From an optimization exercise on the open Yosys and OpenROAD flow, aimed at small area and a short achievable clock period; shortcuts taken in it are not production practice.
Function was checked by simulation only, so behaviour that the tests miss may differ from the original.
No activity file was given, so power comes from the tool's default toggle rates.

## flow/design.v (module list and top-level ports; edited modules follow where they fit)
// module RVPLIC: 2500 lines
// module pri_enc: 10 lines
// module c_inv: 1 lines
// module c_buf: 1 lines
// module c_nand2: 1 lines
// module c_nand3: 1 lines
// module c_nand4: 1 lines
// module c_nor2: 1 lines
// module c_nor3: 1 lines
// module c_nor4: 1 lines
// module c_and2: 1 lines
// module c_and3: 1 lines
// module c_and4: 1 lines
// module c_or2: 1 lines
// module c_or3: 1 lines
// module c_or4: 1 lines
// module c_a21oi: 1 lines
// module c_o21ai: 1 lines
// module c_a22o: 1 lines
// module c_a22oi: 1 lines
// module c_a222oi: 1 lines
// module c_maj3: 1 lines
module RVPLIC (
  input      [31:0]   io_sb_SBaddress,
  input               io_sb_SBvalid,
  input      [31:0]   io_sb_SBwdata,
  input               io_sb_SBwrite,
  input      [3:0]    io_sb_SBsize,
  output              io_sb_SBready,
  output     [31:0]   io_sb_SBrdata,
  input               io_sel,
  output              io_irq_pending,
  input               io_has_pending_irq_0,
  input               io_has_pending_irq_1,
  input               io_has_pending_irq_2,
  input               io_has_pending_irq_3,
  input               io_has_pending_irq_4,
  input               io_has_pending_irq_5,
  input               io_has_pending_irq_6,
  input               io_has_pending_irq_7,
  input               io_has_pending_irq_8,
  input               io_has_pending_irq_9,
  input               io_has_pending_irq_10,
  input               io_has_pending_irq_11,
  input               io_has_pending_irq_12,
  input               io_has_pending_irq_13,
  input               io_has_pending_irq_14,
  input               io_has_pending_irq_15,
  input               io_has_pending_irq_16,
  input               io_has_pending_irq_17,
  input               io_has_pending_irq_18,
  input               io_has_pending_irq_19,
  input               io_has_pending_irq_20,
  input               io_has_pending_irq_21,
  input               io_has_pending_irq_22,
  input               io_has_pending_irq_23,
  input               io_has_pending_irq_24,
  input               io_has_pending_irq_25,
  input               io_has_pending_irq_26,
  input               io_has_pending_irq_27,
  input               io_has_pending_irq_28,
  input               io_has_pending_irq_29,
  input               io_has_pending_irq_30,
  input               io_has_pending_irq_31,
  input               io_has_pending_irq_32,
  input               io_has_pending_irq_33,
  input               io_has_pending_irq_34,
  input               io_has_pending_irq_35,
  input               io_has_pending_irq_36,
  input               io_has_pending_irq_37,
  input               io_has_pending_irq_38,
  input               io_has_pending_irq_39,
  input               io_has_pending_irq_40,
  input               io_has_pending_irq_41,
  input               io_has_pending_irq_42,
  input               io_has_pending_irq_43,
  input               io_has_pending_irq_44,
  input               io_has_pending_irq_45,
  input               io_has_pending_irq_46,
  input               io_has_pending_irq_47,
  input               io_has_pending_irq_48,
  input               io_has_pending_irq_49,
  input               io_has_pending_irq_50,
  input               io_has_pending_irq_51,
  input               io_has_pending_irq_52,
  input               clk,
  input               reset
);
  // ...
==> flow/flow/run.sh <==
#!/bin/bash
# Own layout flow: the standard flow (standard.sh), with
#  - logic cells of the synthesized netlist set to their smallest drive strength
#    (registers untouched; the resizer upsizes again where slew or load needs it),
#  - port buffers of type buf_2 instead of the resizer's default pick,
#  - clock tree of clkbuf_16 with sink clusters of at most 20 and no dummy loads,
#  - repair_timing asked for a setup margin of 61.6 ns.
set -euo pipefail
cd "$(dirname "$0")/.."
R=orfs/results/${FLOW_PLATFORM}/RVPLIC/base
bash standard.sh "$PWD/$R/1_2_yosys.v" > synth.log 2>&1
cp "$R/1_2_yosys.v" yosys_orig.v
bash flow/downsize.sh "$R/1_2_yosys.v" > downsize.log 2>&1
export BUFFER_PORTS_ARGS="-buffer_cell sky130_fd_sc_hd__buf_2"
export CTS_ARGS="-sink_clustering_enable -repair_clock_nets -dont_use_dummy_load -buf_list sky130_fd_sc_hd__clkbuf_16 -sink_clustering_size 20 -sink_clustering_max_diameter 60"
export SETUP_SLACK_MARGIN=61.6
bash standard.sh finish > layout.log 2>&1
==> flow/flow/downsize.sh <==
#!/bin/bash
# Replace sky130_fd_sc_hd__<logic>_{2,4} cells by their _1 variant when one exists.
set -euo pipefail
f=$1
for c in a21oi a22oi a222oi nor4 nor3 nor2 nand4 nand3 nand2 maj3 a22o o21ai and2 and3 and4 or2 or3 or4 inv a21o o21a a211oi a31oi o211ai a221oi o221ai a32oi a2111oi nor4b nand4b nand2b nor2b o22ai mux2i a21boi o21bai; do
  sed -i -E "s/\bsky130_fd_sc_hd__${c}_[248]\b/sky130_fd_sc_hd__${c}_1/g" "$f"
done
grep -c "sky130_fd_sc_hd__" "$f"
==> flow/standard.sh <==
#!/bin/bash
# synth_recipe.tcl (not shown) runs the flow's synth.tcl, then flattens the netlist and writes it again
# the make line also repeats each setting of config.mk as NAME=value (left out here)
make -C /OpenROAD-flow-scripts/flow DESIGN_CONFIG=/design/flow/config.mk WORK_HOME=/design/flow/orfs CLKGATE_MAP_FILE= SYNTH_SCRIPT=/design/flow/synth_recipe.tcl "${@:-finish}"
==> flow/config.mk <==
export PLATFORM = sky130hd
export DESIGN_NAME = RVPLIC
export DESIGN_NICKNAME = RVPLIC
export VERILOG_FILES = /design/flow/design.v
export SDC_FILE = /design/flow/constraint.sdc
export NUM_CORES = 4
export LEC_CHECK = 0
export CAP_MARGIN = 20
export CORE_MARGIN = 2
export CORE_UTILIZATION = 40
export SLEW_MARGIN = 20
export SYNTH_HIERARCHICAL = 1
==> flow/constraint.sdc <==
create_clock -name core_clock -period 80.0 [get_ports {clk}]
set_input_delay 16.0000 -clock core_clock [delete_from_list [all_inputs] [get_ports {clk}]]
set_output_delay 16.0000 -clock core_clock [all_outputs]
set_load 0.01 [all_outputs]
==> key figures, run 1 <==
Pwr
  – Pwr Density: 15.2 nW/um^2
  – Total power draw: 0.304 mW
  – Sw Share: 23.7%
  – Flop pwr share: 50.6%
  – Peak VDD IR: 10.6 uV
  – Switch Pwr: 0.0721 mW
  – Clock-net power: 0.136 mW
  – Max power group: sequential cells

CTS
  – Post-CTS Hold Buffers: 0
  – CTS HTree Levels: 2
  – Worst-skew pair later-pin latency: 0.56 ns
  – Clock sink total: between 300 and 400

Global route
  – Met1 usage: about half
  – M3 GR Usage: a little under 9%
  – Vias in the first global route: 16800
  – Gr usage total: between 30% and 40%
  – First-pass GRT wire length: 116000 um
  – GRT Max-Usage Layer: met2
  – Initial antenna violation count: 4

Finish
  – Seq. cell area: 7680 sq um
  – Max FFs per register: between 50 and 60
  – Seq area share: 38.4%
  – Area of the multi-input gates: 9200 sq um
  – Most common cell after layout, fill and taps aside: nand2_1

Worst setup path
  – Critical path's slowest cell: a222oi_1
  – Worst path depth: 10
  – Register-to-Register Path Depth: 32
  – Critical register-to-register path startpoint: thr[0]$_DFFE_PP1P_
  – CP Max Fanout: 20

STA
  – Slew @ Worst Pin: 1.18 ns
  – Final period util: 22.9%
  – Max_slew headroom: 20.9%

Floorplanning
  – I/O pin count: 160
  – Initial core utilization: 40.7%
  – Std-Cell Rows: 75

Drt
  – DRC Markers: 0
  – WL final: 80600 um

Min path
  – Worst hold path startpoint: pend[0]$_DFF_PP0_
  – Hold path depth: 1
  – Hold Path Class: reg2reg
  – Hold worst-path end: pend[0]$_DFF_PP0_

Placement
  – Setup WS pre-CTS: 60.40 ns
  – DP Area: between 15000 and 20000 sq um

Outcome
  – Outcome: finished clean

Job
  – Maxcap violations: 0
==> inputs of run 2 (changes only) <==
==> flow/flow/run.sh (replaced) <==
#!/bin/bash
# Own layout flow: the standard flow (standard.sh), with
#  - logic cells of the synthesized netlist set to their smallest drive strength
#    (registers untouched; the resizer upsizes again where slew or load needs it),
#  - port buffers of type buf_2 instead of the resizer's default pick,
#  - clock tree of clkbuf_8 with sink clusters of at most 16 and no dummy loads,
#  - repair_timing asked for a setup margin of 62.2 ns.
set -euo pipefail
cd "$(dirname "$0")/.."
R=orfs/results/${FLOW_PLATFORM}/RVPLIC/base
bash standard.sh "$PWD/$R/1_2_yosys.v" > synth.log 2>&1
cp "$R/1_2_yosys.v" yosys_orig.v
bash flow/downsize.sh "$R/1_2_yosys.v" > downsize.log 2>&1
export BUFFER_PORTS_ARGS="-buffer_cell sky130_fd_sc_hd__buf_2"
export CTS_ARGS="-sink_clustering_enable -repair_clock_nets -dont_use_dummy_load -buf_list sky130_fd_sc_hd__clkbuf_8 -sink_clustering_size 16 -sink_clustering_max_diameter 60"
export SETUP_SLACK_MARGIN=62.2
bash standard.sh finish > layout.log 2>&1
--- a/flow/config.mk
+++ b/flow/config.mk
@@ -7,6 +7,6 @@
 export LEC_CHECK = 0
 export CAP_MARGIN = 20
 export CORE_MARGIN = 2
-export CORE_UTILIZATION = 40
+export CORE_UTILIZATION = 65
 export SLEW_MARGIN = 20
 export SYNTH_HIERARCHICAL = 1
==> key figures, run 2 <==
CTS
  – CTS Root Cell: clkbuf_8 (was clkbuf_16)
  – Worst-skew pair later-pin latency: 0.63 ns (was 0.56 ns)
  – Post-CTS Hold Buffers: 0 (unchanged)
  – CTS tree: yes (unchanged)
  – CTS HTree Levels: 1 (was 2)
  – TritonCTS Buffers: 26 (was 34)
  – Clk pin slew, worst setup/hold paths: 0.11 ns (was 0.05 ns)
  – Clk buf depth: 3 (unchanged)
  – Clock sink total: 304 (unchanged)

Floorplanning
  – Die area: 27700 sq um (was 44600 sq um)
  – Area of the core: 26000 sq um (was 42100 sq um)
  – Initial core utilization: 66.0% (was 40.7%)
  – Std-Cell Rows: 59 (was 75)
  – I/O pin count: 160 (unchanged)
  – Chip Height: 166 um (was 211 um)
  – Die Width: 166 um (was 211 um)

Finish
  – Layout cells sized above 1: 16.0% (was 15.2%)
  – Most frequent cells in the layout: nand2_1 (256), dfrtp_1 (249), a22o_1 (208) (was nand2_1 (258), dfrtp_1 (249), a22o_1 (208))
  – Most common cell after layout, fill and taps aside: nand2_1 (unchanged)
  – Max FFs per register: 53 (unchanged)
  – Biggest register: pend (unchanged)
  – Filler cell count: 1885 (was 4125)
  – Syn-to-layout area delta: 13.7% (was 16.5%)
  – Nets: 2190 (was 2204)

STA
  – RSZ-0062 raised after global routing: yes (was no)
  – Setup violators final: 0 (unchanged)
  – Fmax: 0.0559 GHz (was 0.0546 GHz)
  – Max Slew Vio Count: 0 (unchanged)
  – Min Tclk post-route: 17.88 ns (was 18.32 ns)
  – Worst Skew: 0.0613 ns (was 0.0386 ns)
  – Max_slew headroom: 21.0% (was 20.9%)
  – Slew @ Worst Pin: 1.17 ns (was 1.18 ns)
  – Setup TNS Final: 0 ns (unchanged)
  – Final period util: 22.3% (was 22.9%)
  – Final-report hold violation count: 0 (unchanged)

Worst setup path
  – Critical register-to-register path startpoint: thr[0]$_DFFE_PP1P_ (unchanged)
  – Slowest Stage Delay on Critical Path: 0.54 ns (was 0.62 ns)
  – CP arrival: 18.41 ns (was 18.77 ns)
  – CP Data Required Time: 80.53 ns (was 80.45 ns)
  – Buf/Inv on CP: 2 (was 1)
  – Critical path's slowest cell: a222oi_1 (unchanged)
  – Register-to-Register Path Depth: 32 (unchanged)
  – Worst path depth: 9 (was 10)
  – Crit-path cells: buf_4 > nand2_1 > nor2_4 > buf_4 > a222oi_1 > nand3_1 > a222oi_1 > and4_1 > nand2_1 (was buf_2 > nor3_2 > a222oi_1 > nand3_1 > a222oi_1 > nand3_1 > and4b_1 > nand4_1 > nor4_4 > a21oi_1)
  – Worst setup path startpoint: io_sb_SBaddress[3] (was io_sb_SBwdata[1])
  – Worst R2R Setup Slack: 69.14 ns (was 69.52 ns)
  – CP Max Fanout: 20 (unchanged)
  – Worst setup endpoint: rdata[0]$_DFF_PP0_ (was irq_pend$_DFF_PP0_)
  – Worst Setup End Kind: flop (unchanged)
  – CP top delay family: compound AO/OA/AOI/OAI gates (unchanged)
  – Worst R2R End: irq_pend$_DFF_PP0_ (unchanged)
  – Startpoint type of the worst setup path: input port (unchanged)
  – Crit path kind: in2reg (unchanged)

Global route
  – Gr usage total: 52.1% (was 35.8%)
  – Largest net degree at the start of global routing: 84 (was 76)
  – Total gr overflow: 0 (unchanged)
  – Vias in the first global route: 17200 (was 16800)
  – Initial antenna violation count: 1 (was 4)
  – First-pass GRT wire length: 108000 um (was 116000 um)

Drt
  – DR vias/cell: 7.86 (was 6.82)
  – Initial drt markers: 4595 (was 3429)
  – DR vias: 18800 (was 17800)
  – Detailed Routing Iterations Pass 1: 12 (was 13)
  – Mean routed wirelength per cell: 31.7 um (was 30.8 um)
  – DRC Markers: 0 (unchanged)
  – Post-route ant nets: 0 (unchanged)
  – WL final: 75900 um (was 80600 um)

Pwr
  – Peak VDD IR: 16.0 uV (was 10.6 uV)
  – Pwr Density: 12.7 nW/um^2 (was 15.2 nW/um^2)
  – Static Leak: 8.97 nW (was 9.10 nW)
  – Total power draw: 0.248 mW (was 0.304 mW)

Placement
  – HPWL after detailed placement: 53900 um (was 58400 um)
  – Placer Congestion: 1.10 (was 1.04)
  – Port Buf Inserts: 145 (unchanged)

Synthesis
  – Syn_area_per_cell: 9.22 sq um (unchanged)
  – Ys Warns: 8 (unchanged)
  – Syn nets: 1987 (unchanged)
  – Cell Area, Synth: 17200 sq um (unchanged)
  – Post-Syn Instances: 1861 (unchanged)

Job
  – Maxcap violations: 0 (unchanged)

Min path
  – Hold Path Class: reg2reg (unchanged)

Outcome
  – Outcome: finished clean (unchanged)
run 2: stage by stage:
stage	hold slack (ns)	std cells	worst slack [ns]	area, sq um	util (%)
2_1_floorplan	0.432	1861	60.00	17500	-
3_3_place_gp	0.472	2357	61.18	18800	72.4
3_5_place_dp	0.488	2357	61.02	18800	72.4
4_1_cts	0.506	2388	62.21	19300	74.4
5_1_grt	0.545	2397	62.09	19500	75.1
6_report	0.516	2398	62.12	19500	75.1
run 2: layout make-up:
cell class / count / area (sq um) / share of cell area [%]
timing repair buffer: 182 / 1100 / 5.64
antenna: 1 / 2.50 / 0.0128
multi-input combinational: 1416 / 9440 / 48.4
inverter: 134 / 510 / 2.62
tap: 335 / 419 / 2.15
clock buffer: 26 / 358 / 1.83
sequential: 304 / 7680 / 39.3
run 2: how the worst min path moves through the flow:
stage / end / slack [ns] / depth (start not counted) / from
floorplan: pend[0]$_DFF_PP0_ / 0.43 / 1 / pend[0]$_DFF_PP0_
finish: pend[0]$_DFF_PP0_ / 0.52 / 1 / pend[0]$_DFF_PP0_
detailed placement: pend[0]$_DFF_PP0_ / 0.49 / 1 / pend[0]$_DFF_PP0_
global route: pend[0]$_DFF_PP0_ / 0.55 / 1 / pend[0]$_DFF_PP0_
CTS: pend[0]$_DFF_PP0_ / 0.51 / 1 / pend[0]$_DFF_PP0_
global placement: pend[0]$_DFF_PP0_ / 0.47 / 1 / pend[0]$_DFF_PP0_
run 2: routing by layer:
metal	share of wire, %	wire length [um]	GRT usage, %	up-vias
met5	0	0	0	-
met4	9.2	6990	34.4	0
met3	17	13200	17.7	453
met2	40	30300	72.9	1960
met1	33	25400	69.1	8868
li1	-	-	-	7568
run 2: worst reg2reg max path: cells and delay by family (launching register included):
kind                       cells  cell delay (ns)
AOI/OAI and AO/OA              8             1.84
buffers and inverters          6             2.22
DFF                            1             0.41
and+or+nand+nor               16             5.35
adders and majority gates      2             0.83
run 2: report_power, final:
part	switching, mW	internal (mW)	total [mW]
clock network	0.0508	0.0289	0.0797
logic	0.0109	0.00411	0.0150
registers	0.00000975	0.154	0.154
total	0.0617	0.187	0.248
run 2: repair_timing:
item | 4_1_cts | 5_1_grt
hold endpoints to repair | 0 | 0
setup buffers | 5 | 4
gates resized for setup | 22 | 22
pin swaps | 6 | 17
gates cloned | 0 | 4
endpoints found under the setup margin | 59 | 18
==> inputs of run 3 (changes only) <==
--- a/flow/flow/run.sh
+++ b/flow/flow/run.sh
@@ -4,7 +4,7 @@
 #    (registers untouched; the resizer upsizes again where slew or load needs it),
 #  - port buffers of type buf_2 instead of the resizer's default pick,
 #  - clock tree of clkbuf_8 with sink clusters of at most 16 and no dummy loads,
-#  - repair_timing asked for a setup margin of 62.2 ns.
+#  - repair_timing asked for a setup margin of 62.4 ns.
 set -euo pipefail
 cd "$(dirname "$0")/.."
 R=orfs/results/${FLOW_PLATFORM}/RVPLIC/base
@@ -13,5 +13,5 @@
 bash flow/downsize.sh "$R/1_2_yosys.v" > downsize.log 2>&1
 export BUFFER_PORTS_ARGS="-buffer_cell sky130_fd_sc_hd__buf_2"
 export CTS_ARGS="-sink_clustering_enable -repair_clock_nets -dont_use_dummy_load -buf_list sky130_fd_sc_hd__clkbuf_8 -sink_clustering_size 16 -sink_clustering_max_diameter 60"
-export SETUP_SLACK_MARGIN=62.2
+export SETUP_SLACK_MARGIN=62.4
 bash standard.sh finish > layout.log 2>&1
==> key figures, run 3 <==
Pwr
  – Static Leak: 9.30 nW (was 8.97 nW)
  – Internal: 0.192 mW (was 0.187 mW)
  – Flop pwr share: 59.7% (was 61.9%)
  – Switch Pwr: 0.0660 mW (was 0.0617 mW)
  – Clock share of power: 33.1% (was 32.1%)
  – Total power draw: 0.258 mW (was 0.248 mW)
  – Pwr Density: 12.7 nW/um^2 (about the same)
  – Peak VDD IR: 17.4 uV (was 16.0 uV)
  – Sw Share: 25.6% (was 24.8%)
  – Gate power share: 7.2% (was 6.1%)

Outcome
  – Outcome: finished clean (unchanged)

Worst setup path
  – Slowest Stage Delay on Critical Path: 0.58 ns (was 0.54 ns)
  – CP Max Fanout: 8 (was 20)
  – CP arrival: 18.29 ns (was 18.41 ns)
  – Register-to-Register Path Depth: 32 (unchanged)
  – CP Data Required Time: 80.50 ns (was 80.53 ns)
  – Worst Setup End Kind: flop (unchanged)
  – Worst R2R Setup Slack: 68.43 ns (was 69.14 ns)
  – CP top delay family: compound AO/OA/AOI/OAI gates (unchanged)
  – Crit-path cells: buf_16 > clkinvlp_4 > nand3_4 > inv_4 > buf_12 > a222oi_1 > nand3_1 > a222oi_1 > and4_1 > nand2_1 (was buf_4 > nand2_1 > nor2_4 > buf_4 > a222oi_1 > nand3_1 > a222oi_1 > and4_1 > nand2_1)
  – CP dominant cell by count: a222oi_1
  – Crit path kind: in2reg (unchanged)
  – Critical register-to-register path startpoint: thr[0]$_DFFE_PP1P_ (unchanged)
  – Critical path's slowest cell: a222oi_1 (unchanged)
  – Worst R2R End: irq_pend$_DFF_PP0_ (unchanged)
  – Startpoint type of the worst setup path: input port (unchanged)
  – Buf/Inv on CP: 4 (was 2)

Global route
  – Vias in the first global route: 17800 (was 17200)
  – Initial antenna violation count: 3 (was 1)
  – Largest net degree at the start of global routing: 86 (was 84)
  – Gr usage total: 53.5% (was 52.1%)
  – Total gr overflow: 0 (unchanged)
  – First-pass GRT wire length: 111000 um (was 108000 um)

Finish
  – Max FFs per register: 53 (unchanged)
  – Finished Layout Cells: 2438 (was 2398)
  – Layout cells sized above 1: 19.9% (was 16.0%)
  – Most frequent cells in the layout: dfrtp_1 (249), a22o_1 (208), nand2_1 (207) (was nand2_1 (256), dfrtp_1 (249), a22o_1 (208))
  – Biggest register: pend (unchanged)
  – Filler cell count: 1719 (was 1885)
  – Most common cell after layout, fill and taps aside: dfrtp_1 (was nand2_1)
  – Nets: 2229 (was 2190)
  – Syn-to-layout area delta: 18.2% (was 13.7%)

STA
  – RSZ-0062 raised after global routing: yes (unchanged)
  – Setup TNS Final: 0 ns (unchanged)
  – Min Tclk post-route: 17.79 ns (was 17.88 ns)
  – Slew @ Worst Pin: 1.23 ns (was 1.17 ns)
  – Max_slew headroom: 17.8% (was 21.0%)
  – Worst Skew: 0.0808 ns (was 0.0613 ns)
  – Final-report hold violation count: 0 (unchanged)
  – Max Slew Vio Count: 0 (unchanged)
  – Final period util: 22.2% (was 22.3%)
  – Fmax: 0.0562 GHz (was 0.0559 GHz)
  – Setup violators final: 0 (unchanged)

Min path
  – Hold Path Class: reg2reg (unchanged)
  – Hold path depth: 2 (was 1)
  – Hold worst-path end: rdata[31]$_DFF_PP0_ (was pend[0]$_DFF_PP0_)
  – Worst hold path startpoint: rdata[31]$_DFF_PP0_ (was pend[0]$_DFF_PP0_)

Floorplanning
  – Initial core utilization: 66.0% (unchanged)
  – Std-Cell Rows: 59 (unchanged)
  – I/O pin count: 160 (unchanged)
  – Chip Height: 166 um (unchanged)
  – Area of the core: 26000 sq um (unchanged)
  – Die area: 27700 sq um (unchanged)
  – Die Width: 166 um (unchanged)

CTS
  – CTS tree: yes (unchanged)
  – CTS HTree Levels: 1 (unchanged)
  – Clock sink total: 304 (unchanged)
  – Clk pin slew, worst setup/hold paths: 0.09 ns (was 0.11 ns)
  – TritonCTS Buffers: 29 (was 26)
  – Clk buf depth: 3 (unchanged)
  – Post-CTS Hold Buffers: 0 (unchanged)
  – Worst-skew pair later-pin latency: 0.64 ns (was 0.63 ns)
  – CTS Root Cell: clkbuf_8 (unchanged)

Synthesis
  – Syn nets: 1987 (unchanged)
  – Syn_area_per_cell: 9.22 sq um (unchanged)
  – Cell Area, Synth: 17200 sq um (unchanged)
  – Post-Syn Instances: 1861 (unchanged)
  – Ys Warns: 8 (unchanged)

Drt
  – Post-route ant nets: 0 (unchanged)
  – DRC Markers: 0 (unchanged)
  – DR vias: 19600 (was 18800)
  – Mean routed wirelength per cell: 32.8 um (was 31.7 um)
  – Detailed Routing Iterations Pass 1: 17 (was 12)
  – Initial drt markers: 5566 (was 4595)
  – DR vias/cell: 8.05 (was 7.86)
  – WL final: 79900 um (was 75900 um)

Placement
  – Inst Count DP: 2352 (was 2357)
  – HPWL after detailed placement: 52300 um (was 53900 um)
  – Port Buf Inserts: 145 (unchanged)
  – Placer Congestion: 1.15 (was 1.10)

Job
  – Maxcap violations: 0 (unchanged)
-- run 3: changes by cell type in the layout (fill, tap and decap cells not counted), moves of 4 or more --
cell / before / now
buf_4: 35 / 44
nand2_1: 256 / 207
buf_12: 2 / 8
nand2_2: 1 / 49
clkbuf_16: 1 / 5
buf_6: 3 / 10
-- run 3: cell type report --
class	count	area [sq um]	share of cell area [%]
diodes	2	5.00	0.0247
multi-input cells	1422	9690	47.8
well taps	335	419	2.07
flip-flops and latches	304	7680	37.8
repair buffers	212	1580	7.80
inverters	134	513	2.53
clock buffers	29	399	1.97
-- run 3: worst max path at each step --
| stage | startpoint | end | slack [ns] | cells past startpoint |
|---|---|---|---|---|
| 5_1_grt | io_sb_SBwdata[0] | claim[2]$_DFFE_PP0P_ | 62.18 | 12 |
| 2_1_floorplan | reset | claim[0]$_DFFE_PP0P_ | 60.00 | 1 |
| 3_5_place_dp | io_sb_SBaddress[3] | pend[10]$_DFF_PP0_ | 61.11 | 6 |
| 6_report | io_sb_SBaddress[2] | rdata[0]$_DFF_PP0_ | 62.21 | 10 |
| 3_3_place_gp | io_sb_SBaddress[3] | pend[10]$_DFF_PP0_ | 61.17 | 6 |
| 4_1_cts | io_sb_SBwdata[0] | claim[2]$_DFFE_PP0P_ | 62.37 | 12 |
-- run 3: power groups by stage --
stage,logic [mW],clock network (mW),registers [mW]
floorplan,0.00645,0,0.157
global placement,0.0135,0,0.157
detailed placement,0.0138,0,0.157
CTS,0.0154,0.0828,0.154
global route,0.0192,0.0886,0.154
finish,0.0187,0.0854,0.154
-- run 3: metrics by stage --
stage	setup WS (ns)	hold slack, ns	utilization (%)	area, sq um
3_3_place_gp	61.17	0.493	73.2	19000
3_5_place_dp	61.11	0.501	73.2	19000
4_1_cts	62.37	0.522	76.1	19800
6_report	62.21	0.520	78.1	20300
2_1_floorplan	60.00	0.432	-	17800
5_1_grt	62.18	0.529	78.1	20300
-- run 3: metal layers --
metal  part of all wire (%)  GRT usage [%]  wire [um]
met1                     32           68.2      25300
met2                     39           74.1      30900
met4                     10           35.0       7990
met5                      0              0          0
met3                     20           23.3      15700
-- run 3: worst min-delay path, cell delays in order, from the launching register on --
cell and delay [ns]:
dfrtp_1 0.35, a222oi_1 0.09, inv_1 0.05
-- run 3: timing repair --
action,4_1_cts,5_1_grt
pin swaps,19,30
gates resized for setup,42,23
endpoints found under the setup margin,171,185
gates cloned,4,11
buffers inserted,12,28

-- afterwards: timing with drivers on the ports --
The results above use ideal ports. As a check the final layouts listed here were re-extracted and re-timed, cells and wires unchanged.
Step 1: set_driving_cell puts a clkbuf_16 on clk and a buf_2 on each other input, an assumption about the parent block.
Step 2 adds t to the input delays and takes it off the output delays; t is the mean of the earliest and latest rising clock arrival at the registers after step 1. Input paths then give back, and output paths get back, about the clock's delay inside the block.
Three values: ideal, step 1, step 2; two values: the first two.
run	t (ns)	setup WS [ns]	clock arrival spread, ns	cell pins on the clock port's net
run 1	0.595	61.682 / 61.716 / 61.121	0.050 / 0.050	1
run 2	0.637	62.121 / 62.136 / 61.500	0.082 / 0.081	1
run 3	0.663	62.209 / 62.041 / 61.378	0.104 / 0.104	1
After both steps every run listed still meets setup and hold. The setup slack of run 3, which loses most, moves by -0.168 ns with the drivers and by -0.831 ns with both steps.
